Background: an optimization exercise with open tools, aiming at small area, a short achievable clock period and few clock cycles per item. Do not read the settings as production practice.
No run shown here included a check of the RTL's function; only the layout flow was run.
Power is estimated from default activity; no workload was simulated.

File: flow/run.sh
#!/bin/bash
# The standard layout, with the port buffers made from the smallest plain buffer
# (buf_1) instead of the cell buffer_ports picks by itself (clkdlybuf4s50_1).
set -euo pipefail
bash standard.sh finish 'BUFFER_PORTS_ARGS=-buffer_cell sky130_fd_sc_hd__buf_1' > standard_flow.log 2>&1
File: standard.sh
#!/bin/bash
# synth_recipe.tcl (not shown) runs the flow's synth.tcl, then flattens the netlist and writes it again
# the make line also repeats each setting of config.mk as NAME=value (left out here)
make -C /OpenROAD-flow-scripts/flow DESIGN_CONFIG=/design/flow/config.mk WORK_HOME=/design/flow/orfs CLKGATE_MAP_FILE= SYNTH_SCRIPT=/design/flow/synth_recipe.tcl "${@:-finish}"
File: config.mk
export PLATFORM = sky130hd
export DESIGN_NAME = CRC
export DESIGN_NICKNAME = CRC
export VERILOG_FILES = /design/flow/design.v
export SDC_FILE = /design/flow/constraint.sdc
export NUM_CORES = 4
export LEC_CHECK = 0
export CAP_MARGIN = 20
export CORE_AREA = 2.5 2.5 65.5 65.5
export CTS_BUF_LIST = sky130_fd_sc_hd__clkbuf_4
export DIE_AREA = 0 0 68 68
export SLEW_MARGIN = 20
export SYNTH_HIERARCHICAL = 1
export SYNTH_MINIMUM_KEEP_SIZE = 0
File: constraint.sdc
create_clock -name core_clock -period 5.5 [get_ports {clk}]
set_input_delay 1.1000 -clock core_clock [delete_from_list [all_inputs] [get_ports {clk}]]
set_output_delay 1.1000 -clock core_clock [all_outputs]
set_load 0.01 [all_outputs]
File: design.v
module CRC_xor2(input a, input b, output y);
assign y = a ^ b;
endmodule
module CRC_xnor2(input a, input b, output y);
assign y = ~(a ^ b);
endmodule
module CRC(
input           clk,
input           rst_n,
input  [23:0]   Din,
input           valid,
input  [15:0]   size,
output [14:0]   checksum,
output          done
);
reg busy;              
wire en;               
wire [17:0] bn;        
reg  [17:0] b;         
always @(posedge clk or negedge rst_n)
 if (~rst_n) busy <= 1'b0;
 else busy <= ~busy & valid;
always @(posedge clk) b <= bn;
assign en = ~(size[1] & ~size[0]);
wire t24, t25, t26, t27, t28, t29, t30, t31, t32, t33, t34, t35, t36, t37, t38, t39, t40, t41, t42, t43, t44, t45, t46, t47, t48, t49, t50, t51, t52, t53, t54, t55, t56, t57, t58, t59, t60, t61, t62, t63, t64, t65, t66, t67, t68, t69, t70, t71, t72, t73, t74, t75, t76, t77, t78, t79, t80, t81, t82, t83, t84, t85, t86, t87, t88, t89, t90, t91, t92, t93;
wire k16, k17, k18, k19, k20, k21, k22, k23, k25, k60, k64, k69, k71;    
assign k16 = ~(Din[16] & en);
assign k17 = ~(Din[17] & en);
assign k18 = ~(Din[18] & en);
assign k19 = ~(Din[19] & en);
assign k20 = ~(Din[20] & en);
assign k21 = ~(Din[21] & en);
assign k22 = ~(Din[22] & en);
assign k23 = ~(Din[23] & en);
assign k25 = ~(t25 & en);
assign k60 = ~(t60 & en);
assign k64 = ~(t64 & en);
assign k69 = ~(t69 & en);
assign k71 = ~(t71 & en);
CRC_xor2 u24 (.a(Din[2]), .b(Din[11]), .y(t24));
CRC_xor2 u25 (.a(Din[22]), .b(Din[23]), .y(t25));
CRC_xnor2 u26 (.a(Din[6]), .b(k19), .y(t26));
CRC_xor2 u27 (.a(Din[0]), .b(Din[1]), .y(t27));
CRC_xor2 u28 (.a(Din[8]), .b(Din[13]), .y(t28));
CRC_xor2 u29 (.a(Din[3]), .b(Din[12]), .y(t29));
CRC_xor2 u30 (.a(Din[10]), .b(Din[14]), .y(t30));
CRC_xor2 u31 (.a(Din[5]), .b(t26), .y(t31));
CRC_xnor2 u32 (.a(Din[4]), .b(k25), .y(t32));
CRC_xnor2 u33 (.a(Din[13]), .b(k21), .y(t33));
CRC_xnor2 u34 (.a(Din[9]), .b(k17), .y(t34));
CRC_xor2 u35 (.a(t27), .b(t34), .y(t35));
CRC_xor2 u36 (.a(Din[4]), .b(Din[7]), .y(t36));
CRC_xnor2 u37 (.a(Din[3]), .b(k16), .y(t37));
CRC_xnor2 u38 (.a(Din[15]), .b(k22), .y(t38));
CRC_xnor2 u39 (.a(Din[10]), .b(k18), .y(t39));
CRC_xnor2 u40 (.a(Din[6]), .b(k23), .y(t40));
CRC_xor2 u41 (.a(Din[1]), .b(t28), .y(t41));
CRC_xor2 u42 (.a(Din[9]), .b(t24), .y(t42));
CRC_xor2 u43 (.a(t24), .b(t33), .y(t43));
CRC_xor2 u44 (.a(Din[5]), .b(t39), .y(t44));
CRC_xor2 u45 (.a(t38), .b(t41), .y(t45));
CRC_xor2 u46 (.a(t44), .b(t45), .y(t46));
CRC_xnor2 u47 (.a(Din[0]), .b(k20), .y(t47));
CRC_xor2 u48 (.a(t39), .b(t47), .y(t48));
CRC_xor2 u49 (.a(t31), .b(t48), .y(t49));
CRC_xor2 u50 (.a(t32), .b(t35), .y(t50));
CRC_xor2 u51 (.a(t30), .b(t29), .y(t51));
CRC_xor2 u52 (.a(t28), .b(t51), .y(t52));
CRC_xor2 u53 (.a(t40), .b(t43), .y(t53));
CRC_xor2 u54 (.a(Din[8]), .b(Din[14]), .y(t54));
CRC_xor2 u55 (.a(t54), .b(t42), .y(t55));
CRC_xor2 u56 (.a(t32), .b(t55), .y(t56));
CRC_xor2 u57 (.a(t27), .b(t38), .y(t57));
CRC_xor2 u58 (.a(t57), .b(t31), .y(t58));
CRC_xor2 u59 (.a(Din[7]), .b(Din[0]), .y(t59));
CRC_xor2 u60 (.a(Din[16]), .b(Din[19]), .y(t60));
CRC_xnor2 u61 (.a(t59), .b(k60), .y(t61));
CRC_xor2 u62 (.a(Din[12]), .b(Din[15]), .y(t62));
CRC_xor2 u63 (.a(Din[11]), .b(Din[13]), .y(t63));
CRC_xor2 u64 (.a(Din[23]), .b(Din[17]), .y(t64));
CRC_xnor2 u65 (.a(k20), .b(t63), .y(t65));
CRC_xnor2 u66 (.a(t62), .b(k64), .y(t66));
CRC_xor2 u67 (.a(t65), .b(t66), .y(t67));
CRC_xor2 u68 (.a(Din[9]), .b(Din[12]), .y(t68));
CRC_xor2 u69 (.a(Din[18]), .b(Din[19]), .y(t69));
CRC_xnor2 u70 (.a(t68), .b(k69), .y(t70));
CRC_xor2 u71 (.a(Din[20]), .b(Din[21]), .y(t71));
CRC_xor2 u72 (.a(t36), .b(t24), .y(t72));
CRC_xnor2 u73 (.a(t29), .b(k71), .y(t73));
CRC_xor2 u74 (.a(t72), .b(t73), .y(t74));
CRC_xor2 u75 (.a(t36), .b(t40), .y(t75));
CRC_xor2 u76 (.a(t37), .b(t75), .y(t76));
CRC_xor2 u77 (.a(Din[15]), .b(t30), .y(t77));
CRC_xor2 u78 (.a(t77), .b(t43), .y(t78));
CRC_xor2 u79 (.a(Din[10]), .b(Din[11]), .y(t79));
CRC_xnor2 u80 (.a(k21), .b(t79), .y(t80));
CRC_xor2 u81 (.a(t34), .b(t80), .y(t81));
CRC_xor2 u82 (.a(t32), .b(t81), .y(t82));
CRC_xor2 u83 (.a(Din[12]), .b(Din[7]), .y(t83));
CRC_xnor2 u84 (.a(k21), .b(t83), .y(t84));
CRC_xnor2 u85 (.a(t27), .b(k25), .y(t85));
CRC_xor2 u86 (.a(t84), .b(t85), .y(t86));
CRC_xor2 u87 (.a(t30), .b(t26), .y(t87));
CRC_xor2 u88 (.a(t87), .b(t35), .y(t88));
CRC_xnor2 u89 (.a(k16), .b(t29), .y(t89));
CRC_xor2 u90 (.a(t33), .b(t89), .y(t90));
CRC_xor2 u91 (.a(t31), .b(t90), .y(t91));
CRC_xor2 u92 (.a(t37), .b(t41), .y(t92));
CRC_xor2 u93 (.a(t42), .b(t92), .y(t93));
assign bn[0] = t46;
assign bn[1] = t49;
assign bn[2] = t50;
assign bn[3] = t52;
assign bn[4] = t53;
assign bn[5] = t56;
assign bn[6] = t58;
assign bn[7] = t61;
assign bn[8] = t67;
assign bn[9] = t70;
assign bn[10] = t74;
assign bn[11] = t76;
assign bn[12] = t78;
assign bn[13] = t82;
assign bn[14] = t86;
assign bn[15] = t88;
assign bn[16] = t91;
assign bn[17] = t93;
CRC_xor2 o10 (.a(b[3]), .b(b[2]), .y(checksum[10]));
CRC_xor2 o7 (.a(b[4]), .b(b[2]), .y(checksum[7]));
CRC_xor2 o11 (.a(b[5]), .b(b[0]), .y(checksum[11]));
CRC_xor2 o3 (.a(b[6]), .b(b[4]), .y(checksum[3]));
CRC_xor2 o4 (.a(b[7]), .b(b[13]), .y(checksum[4]));
CRC_xor2 o5 (.a(b[8]), .b(b[0]), .y(checksum[5]));
CRC_xor2 o6 (.a(b[9]), .b(b[4]), .y(checksum[6]));
CRC_xor2 o1 (.a(b[10]), .b(b[0]), .y(checksum[1]));
CRC_xor2 o13 (.a(b[11]), .b(b[8]), .y(checksum[13]));
CRC_xor2 o12 (.a(b[12]), .b(b[16]), .y(checksum[12]));
CRC_xor2 o8 (.a(b[13]), .b(b[1]), .y(checksum[8]));
CRC_xor2 o9 (.a(b[14]), .b(b[1]), .y(checksum[9]));
CRC_xor2 o0 (.a(b[15]), .b(b[10]), .y(checksum[0]));
CRC_xor2 o2 (.a(b[16]), .b(b[5]), .y(checksum[2]));
CRC_xor2 o14 (.a(b[17]), .b(b[1]), .y(checksum[14]));
assign done = busy;
endmodule
==> results of run 1 <==
## flip-flops by register name, summed over array words and instances, names as in the netlist
register,cells
b,18
busy,1
## power by group through the flow
| stage | clock network [mW] | logic [mW] | registers (mW) |
|---|---|---|---|
| 6_report | 0.0670 | 0.271 | 0.225 |
| 5_1_grt | 0.0766 | 0.304 | 0.234 |
| 4_1_cts | 0.0689 | 0.277 | 0.227 |
| 3_5_place_dp | 0 | 0.277 | 0.231 |
| 3_3_place_gp | 0 | 0.277 | 0.230 |
| 2_1_floorplan | 0 | 0.187 | 0.223 |
## how the worst max path moves through the flow
stage / depth (start not counted) / to
finish: 2 / checksum[5]
global route: 2 / checksum[7]
CTS: 2 / checksum[5]
detailed placement: 5 / b[5]
global placement: 6 / b[12]
floorplan: 6 / b[16]
## layout by cell type, fill, tap and decap left out, drive strengths merged
cell	Yosys	routed
xor2	67	67
clkinv	0	1
nor2b	1	1
dfrtp	1	1
dfxtp	18	18
clkbuf	0	3
buf	1	44
nand2b	1	1
nand2	13	13
xnor2	18	18
## synthesized netlist by cell type
library cell / instances
dfxtp_1: 18
nand2_1: 13
dfrtp_1: 1
nand2b_4: 1
xnor2_1: 18
buf_6: 1
xor2_1: 67
nor2b_1: 1
## metal layers
| layer | global-route usage (%) | vias to the layer above | wire length, µm |
|---|---|---|---|
| met1 | 13.5 | 349 | 1070 |
| met3 | 1.48 | 2 | 127 |
| met5 | 0 | - | 0 |
| met4 | 3.75 | 0 | 23 |
| li1 | - | 456 | - |
| met2 | 15.2 | 30 | 948 |
## cell type report
| class | count | area (µm²) |
|---|---|---|
| timing repair buffer | 44 | 165 |
| clock buffer | 3 | 22.5 |
| multi-input combinational | 100 | 813 |
| sequential | 19 | 385 |
| fill | 439 | 2460 |
| tap | 50 | 62.6 |
| clock inverter | 1 | 5.00 |
## logic make-up after synthesis
kind of cell | count (synthesis) | synth area share [%]
xor+xnor | 85 | 61.5
flops | 19 | 31.9
buf+inv | 1 | 0.931
simple gates | 15 | 5.69
## critical path, cell delays in order, from the launching register on
cell     delay [ns]
dfxtp_1        0.43
xor2_1         0.17
buf_1          0.16
## modules after synthesis (local to each module, per instance)
module,flops+latches,cells
CRC,19,35
CRC_xor2,0,1
CRC_xnor2,0,1
## stage by stage
stage               hold slack (ns)  total power, mW  util (%)  area, µm²
floorplan                     0.468            0.411         -       1210
global placement              0.413            0.506      36.4       1430
detailed placement            0.418            0.508      36.4       1430
CTS                           0.433            0.573      37.1       1450
global route                  0.470            0.615      37.1       1450
finish                        0.428            0.563      37.1       1450
==> flow_summary.toml, run 1 <==
[run_status]
status = "finished clean"

[timing]
fmax_mhz = 466
fin_crit_sh_pct = 39.1
slew_violations = 0
setup_viol = 0
skew_ns = 0
worstMarginPinSlew_ns = 0.420
relSlewSlack_pct = 71.8
rsz0062_at_grt = "no"
fin_setup_tns_ns = 0
timing.final.ws_setup_ns = 3.35
finalHoldViolCount = 0
period_needed_ns = 2.15

[setup_path]
rr_endpoint = "busy"
cp-end-kind = "primary output"
r2r.worst_path.cells = 1
path_max_fanout = 3
r2r_slack_ns = 4.95
cp-start-kind = "flip-flop"
required_ns = 4.40
reg2reg_from = "busy"
crit_arrival_ns = 1.05
crit_type = "reg2out"
timing.critical_path.from = "b[0]"

[detailed_routing]
drt_pass1_iterations = 4
viasPerCell = 3.86
drt_iter0_drc = 14
vias = 837
wire_per_inst_um = 9.99
drc = 0
wirelength_um = 2170
ant_nets = 0

[min_path]
min_path_cells = 1
min_from = "busy"
hold_class = "reg2reg"
min_to = "busy"

[floorplanning]
start_util_pct = 30.9
rows = 23
die_h_um = 68
dieArea_mm2 = 0.00462
coreArea_mm2 = 0.00391
io_pins = 59
fp.dieW_um = 68

[clocking]
cts_resized = 0
postCtsSetupBuffers = 0
htreeDepth = 1
cts.sinks = 19
clock_latency_ns = 0.28
clk_pin_slew_worst_paths_ns = 0.10
hold_buffers = 0
clk_path_buf_depth = 2
cts_root_buf = "clkbuf_4"
cts_inserted_buffers = 3
cts_tree = "done"

[cells_and_area]
antennaDiodeCount = 0
fin_cells = 217
drive_gt1_share_pct = 2.99
area_growth_pct = 20.2
fin_nets = 211

[power]
pwr-share-comb_pct = 48.1
power_frac_clock_pct = 11.9
ir_drop_uv = 88.6
swShare_pct = 40.8
p_leak_nw = 0.611
p_int_uw = 333
p_per_area_mw_per_mm2 = 387
power_frac_seq_pct = 40.0
power_switching_uw = 230

[logic_synthesis]
synth_top_cell_area_share_pct = 48.5
ys_seq_elements = 19
ys_types = 8
synth_top_area_cell = "xor2_1"
synthTopCellsByArea = "xor2_1 49%, dfxtp_1 30%, xnor2_1 13%, nand2_1 4.0%, dfrtp_1 2.1%"
ys_warn_count = 7
synth_seq_area_share_pct = 31.9
synthesis.nets = 163
synth_cells = 120
syn_area_mm2 = 0.00121
avgSynthCellArea_um2 = 10.1

[placed_design]
gp_congestion = 0.758
place_ws_ns = 3.09
place_inst = 213
port_buffers = 44
dp_hpwl_um = 1960

[job]
drv_cap = 0

[global_routing]
grt_pass1_wl_um = 3350
grt_pass1_vias = 765
antenna_found_initial = 0
grt_max_degree = 14
grt-ovfl-total = 0
track_usage_pct = 9.77
==> run 2, diff against run 1 <==
--- a/config.mk
+++ b/config.mk
@@ -11,2 +11,3 @@
 export DIE_AREA = 0 0 68 68
+export SETUP_SLACK_MARGIN = 3.45
 export SLEW_MARGIN = 20
==> run 2 against run 1 <==
  * Global-route usage up 0.50 points
  * Clock power up 4.9%
  * Via count rose by 0.96%
  * Synthesized cell count did not move
  * Core utilization grew 3.1 points
  * Critical path depth unchanged
  * Cell area grew 8.3%
  * Sequential share of layout area decreased by 0.75 points
  * Largest cell class unchanged
  * Largest power group unchanged
==> flow_summary.toml, run 2 <==
[logic_synthesis]
synth_common_cells = "67 x xor2_1, 18 x dfxtp_1, 18 x xnor2_1, 13 x nand2_1"
synth_ff_type = "dfxtp_1"
ys_types = 8
ys_warn_count = 7
synth_cells = 120
synth_enable_flop_cells = 0
syn_area_mm2 = 0.00121
async_flop_share_pct = 5.26
synthesis.nets = 163
synth.most_common_cell = "xor2_1"
synth_seq_area_share_pct = 31.9
ys_seq_elements = 19
synth_top_cell_area_share_pct = 48.5
synth_top_area_cell = "xor2_1"
synthTopCellsByArea = "xor2_1 49%, dfxtp_1 30%, xnor2_1 13%, nand2_1 4.0%, dfrtp_1 2.1%"
avgSynthCellArea_um2 = 10.1

[timing]
fin_setup_tns_ns = 0
rsz0062_at_grt = "yes"
relSlewSlack_pct = 73.9
period_needed_ns = 2.05
slew_violations = 0
setup_viol = 0
skew_ns = 0
fin_crit_sh_pct = 37.2
finalHoldViolCount = 0
worstMarginPinSlew_ns = 0.388
fmax_mhz = 488

[placed_design]
dp_hpwl_um = 2060
gp_congestion = 0.797
port_buffers = 44

[clocking]
hold_buffers = 0
clk_path_buf_depth = 2
cts_inserted_buffers = 3
cts_tree = "done"
clk_pin_slew_worst_paths_ns = 0.10
htreeDepth = 1
cts_root_buf = "clkbuf_4"
clock_latency_ns = 0.28
cts.sinks = 19

[setup_path]
crit_type = "reg2out"
cp-start-kind = "flip-flop"
required_ns = 4.40
crit_arrival_ns = 0.95
path_max_fanout = 3
cp-end-kind = "primary output"

[detailed_routing]
ant_nets = 0
drt_pass1_iterations = 5
drc = 0
wire_per_inst_um = 10.4
drt_iter0_drc = 13
vias = 845
wirelength_um = 2270
viasPerCell = 3.86

[cells_and_area]
fillCellCount = 431
largestRegisters = "b (18), busy (1)"
fin_nets = 213
layout_commonest_cell = "xor2_1"
largest_reg_flops = 18
drive_gt1_share_pct = 24.9
antennaDiodeCount = 0
final_cell_mix = "63 x xor2_1, 28 x buf_1, 14 x xnor2_1, 14 x buf_2, 12 x nand2_1"
top_register = "b"
area_growth_pct = 30.1

[global_routing]
grt_max_degree = 14
antenna_found_initial = 0
track_usage_pct = 10.3
grt_pass1_wl_um = 3540
grt-ovfl-total = 0
grt_pass1_vias = 817

[floorplanning]
rows = 23
start_util_pct = 30.9
die_h_um = 68
io_pins = 59
coreArea_mm2 = 0.00391
fp.dieW_um = 68
dieArea_mm2 = 0.00462

[power]
p_per_area_mw_per_mm2 = 384
p_leak_nw = 0.696
totalPowerFinal_uw = 605
ir_drop_uv = 86.9

[job]
drv_cap = 0

[run_status]
status = "finished clean"

[min_path]
hold_class = "reg2reg"
## run 2: cell counts after synthesis
Identical to the previous run, type by type.
## run 2: kinds of logic after synthesis
family / synth area share, %
xor+xnor: 61.5
buf+inv: 0.931
flops: 31.9
simple gates: 5.69
## run 2: final timing paths
path	from	end	slack, ns	cells after the start
worst max-delay path	b[0]	checksum[5]	3.45	2
worst min-delay path	busy	busy	0.43	1
worst max register to register	busy	busy	4.94	1
worst min register to register	busy	busy	0.43	1
max in group asynchronous	rst_n	busy	4.85	1
min in group asynchronous	rst_n	busy	0.56	1
## run 2: timing repair
action,CTS,global route
pin swaps,0,5
gates resized for setup,22,11
buffers inserted,0,2
setup endpoints to repair,16,19
## run 2: critical path, stage by stage (launching register included)
cell      delay, ns
dfxtp_4        0.37
xor2_1         0.15
clkbuf_2       0.15
## run 2: per-module statistics from Yosys, one instance, submodules excluded
module / cells inside / cell area [µm²] / times used
CRC_xor2: 1 / 8.76 / 67
CRC_xnor2: 1 / 8.76 / 18
CRC: 35 / 465 / 1
## run 2: cell type report
| type | instances | area, µm² | share of cell area [%] |
|---|---|---|---|
| Sequential cell | 19 | 405 | 25.8 |
| Timing Repair Buffer | 46 | 200 | 12.7 |
| Clock buffer | 4 | 30.0 | 1.91 |
| Tap cell | 50 | 62.6 | 3.97 |
| Multi-Input combinational cell | 100 | 876 | 55.6 |
## run 2: layer usage
metal / vias up / GRT usage (%) / wire, µm
li1: 455 / - / -
met1: 362 / 13.0 / 1030
met2: 28 / 17.5 / 1100
met3: 0 / 1.97 / 141
met4: 0 / 3.25 / 0
met5: - / 0 / 0
## run 2: report_power, final
| group | leakage, nW | switching [mW] | internal [mW] |
|---|---|---|---|
| clock network | 0.0184 | 0.0373 | 0.0330 |
| registers | 0.165 | 0.0347 | 0.199 |
| logic | 0.513 | 0.156 | 0.145 |
| total | 0.696 | 0.228 | 0.377 |
## run 2: metrics by stage
stage                     hold slack [ns]  std cells  area (µm²)  util, %  setup WS, ns
after floorplan                     0.468        120        1250        -          3.43
after global placement              0.411        213        1470     37.5          3.10
after detailed placement            0.418        213        1470     37.5          3.09
after CTS                           0.431        217        1530     39.1          3.41
after global routing                0.467        219        1570     40.2          3.38
final                               0.428        219        1570     40.2          3.45
==> run 3, diff against run 2 <==
--- a/config.mk
+++ b/config.mk
@@ -11,3 +11,3 @@
 export DIE_AREA = 0 0 68 68
-export SETUP_SLACK_MARGIN = 3.45
+export SETUP_SLACK_MARGIN = 3.6
 export SLEW_MARGIN = 20
==> run 3 against run 2 <==
  * Still clean
  * Critical path depth is the same
  * Power is 2.9% higher
  * Flip-flop and latch count unchanged
  * Hold slack improved by 0.042 ns
  * Core utilization rose by 5.2 points
  * First-iteration DRC count is 23% lower
  * Wire length grew 15%
  * Global-route usage up 1.3 points
  * Combinational power rose by 8.0%
  * Synthesized area stayed put
  * Register-to-register slack worse by 0.05 ns
  * Critical path type unchanged
==> flow_summary.toml, run 3 <==
[run_status]
status = "finished clean"

[logic_synthesis]
synth_seq_area_share_pct = 31.9
synth.most_common_cell = "xor2_1"
synthesis.nets = 163
synthTopCellsByArea = "xor2_1 49%, dfxtp_1 30%, xnor2_1 13%, nand2_1 4.0%, dfrtp_1 2.1%"
synth_enable_flop_cells = 0
synth_top_cell_area_share_pct = 48.5
avgSynthCellArea_um2 = 10.1
ys_warn_count = 7
async_flop_share_pct = 5.26
ys_types = 8
ys_seq_elements = 19
syn_area_mm2 = 0.00121
synth_ff_type = "dfxtp_1"
synth_cells = 120
synth_common_cells = "67 x xor2_1, 18 x dfxtp_1, 18 x xnor2_1, 13 x nand2_1"
synth_top_area_cell = "xor2_1"

[timing]
fmax_mhz = 488
timing.final.ws_setup_ns = 3.45
fin_setup_tns_ns = 0
period_needed_ns = 2.05
rsz0062_at_grt = "yes"
fin_crit_sh_pct = 37.2
finalHoldViolCount = 0
holdWs_ns = 0.470
relSlewSlack_pct = 78.2
worstMarginPinSlew_ns = 0.327
skew_ns = 0
slew_violations = 0
setup_viol = 0

[placed_design]
place_area_mm2 = 0.00155
place_inst = 213
port_buffers = 44
place_ws_ns = 3.18
dp_hpwl_um = 2210
gp_congestion = 0.769

[detailed_routing]
drt_pass1_iterations = 4
viasPerCell = 3.97
wirelength_um = 2600
wire_per_inst_um = 11.7
ant_nets = 0
drt_iter0_drc = 10
drc = 0
vias = 885

[setup_path]
crit_arrival_ns = 0.95
crit_cells = 2
critPathBufInv = 1
cp_top_family = "flip-flops"
r2r.worst_path.cells = 1
path_max_fanout = 3
crit_slowest_cell = "dfxtp_4"
crit_type = "reg2out"
required_ns = 4.40
cp-end-kind = "primary output"
crit_chain = "xor2_1 -> buf_2"
cp-start-kind = "flip-flop"
max_stage_delay_ns = 0.37

[clocking]
cts_root_buf = "clkbuf_4"
cts_inserted_buffers = 3
hold_buffers = 0
clk_pin_slew_worst_paths_ns = 0.10
cts.sinks = 19
clock_latency_ns = 0.28
clk_path_buf_depth = 2
htreeDepth = 1
cts_tree = "done"

[cells_and_area]
final_util_pct = 45.4
fillCellCount = 400
fin_nets = 217
top_register = "b"
area_growth_pct = 46.9
drive_gt1_share_pct = 40.5
seqCellArea_um2 = 402
largestRegisters = "b (18), busy (1)"
antennaDiodeCount = 0
final_area_mm2 = 0.00178
fin_cells = 223
largest_reg_flops = 18
layout_commonest_cell = "xor2_1"
multi_input_area_mm2 = 0.00103
final_cell_mix = "57 x xor2_1, 20 x buf_1, 17 x buf_2, 10 x xnor2_1, 10 x dfxtp_2"

[global_routing]
grt_pass1_vias = 916
grt_max_degree = 12
track_usage_pct = 11.5
grt_pass1_wl_um = 3860
antenna_found_initial = 0
grt-ovfl-total = 0

[power]
p_leak_nw = 0.788
p_per_area_mw_per_mm2 = 350
ir_drop_uv = 99.6
totalPowerFinal_uw = 623

[job]
drv_cap = 0

[floorplanning]
coreArea_mm2 = 0.00391
io_pins = 59
start_util_pct = 30.9
die_h_um = 68
fp.dieW_um = 68
dieArea_mm2 = 0.00462
rows = 23

[min_path]
hold_class = "reg2reg"
min_path_cells = 1
==> run 3: cell count changes in the layout (fill, tap and decap cells not counted), moves of 3 or more <==
| cell | before | now |
|---|---|---|
| buf_1 | 28 | 20 |
| buf_2 | 14 | 17 |
| buf_4 | 2 | 5 |
| buf_6 | 0 | 3 |
| dfxtp_2 | 7 | 10 |
| nand2_1 | 12 | 7 |
| nand2_4 | 0 | 3 |
| xnor2_1 | 14 | 10 |
| xnor2_4 | 0 | 3 |
| xor2_1 | 63 | 57 |
| xor2_2 | 4 | 9 |
==> run 3: metal layers <==
metal,up-vias,global-route usage [%],share of wire [%]
met5,-,0,0
met4,0,6.75,1.2
met3,2,2.47,7.7
met2,35,20.4,51
met1,386,12.6,40
li1,462,-,-
==> run 3: worst paths after layout <==
path	from	end	slack, ns
setup / recovery	b[0]	checksum[1]	3.45
hold / removal	busy	busy	0.47
setup reg to reg	busy	busy	4.89
hold reg to reg	busy	busy	0.47
max in group asynchronous	rst_n	busy	4.85
min in group asynchronous	rst_n	busy	0.55
==> run 3: report_power, final <==
part	total, mW	internal (mW)	switching (mW)
Combinational	0.324	0.158	0.166
Sequential	0.233	0.198	0.0346
Clock	0.0664	0.0270	0.0394
==> run 3: cell families (layout without fill, tap and decap cells) <==
kind of cell	count (synthesis)	count (layout)	synth area share [%]
XOR/XNOR	85	85	61.5
flip-flops	19	19	31.9
AND/OR/NAND/NOR	15	16	5.69
buffers and inverters	1	53	0.931
==> run 3: repair_timing <==
item,in CTS,in global routing
setup buffers,1,4
resized for setup,34,20
cloned,1,0
pin swaps,5,10
endpoints found under the setup margin,23,27
==> run 3: final cells by class <==
cell class | count | area share [%]
clock buffers | 3 | 1.27
clock inverters | 1 | 0.281
multi-input cells | 101 | 58.1
flip-flops and latches | 19 | 22.6
well taps | 50 | 3.52
repair buffers | 49 | 14.3
==> run 3: modules after synthesis (local to each module, per instance) <==
module	flops+latches	area, µm²	cells
CRC	19	465	35
CRC_xnor2	0	8.76	1
CRC_xor2	0	8.76	1

[re-timing with driven ports]
How much do the figures lean on ideal ports? The routed layouts below were timed once more, with nothing changed but the port constraints. Step 1: set_driving_cell puts a clkbuf_16 on clk and a buf_2 on each other input, an assumption about the parent block. Step 2 times the ports against the registers' clock, not the clock port: input delays grow and output delays shrink by t, the midpoint of the rising clock arrivals with the driver on. Three values: ideal ports, drivers, drivers and shift; two values: the first two.
run | shift t [ns] | setup slack, ns | worst hold slack (ns) | latest minus earliest clock arrival (ns) | worst slew at a driven data input, ns
run 1 | 0.304 | 3.352 / 3.330 / 3.105 | 0.428 / 0.428 / 0.428 | 0.003 / 0.003 | 0.03
run 2 | 0.296 | 3.451 / 3.432 / 3.222 | 0.428 / 0.428 / 0.428 | 0.001 / 0.001 | 0.03
run 3 | 0.306 | 3.453 / 3.432 / 3.304 | 0.470 / 0.470 / 0.470 | 0.002 / 0.002 | 0.04
After both steps setup and hold are still met in every run listed. For run 1, which loses most, drivers alone change the setup slack by -0.022 ns; drivers and shift together by -0.247 ns.
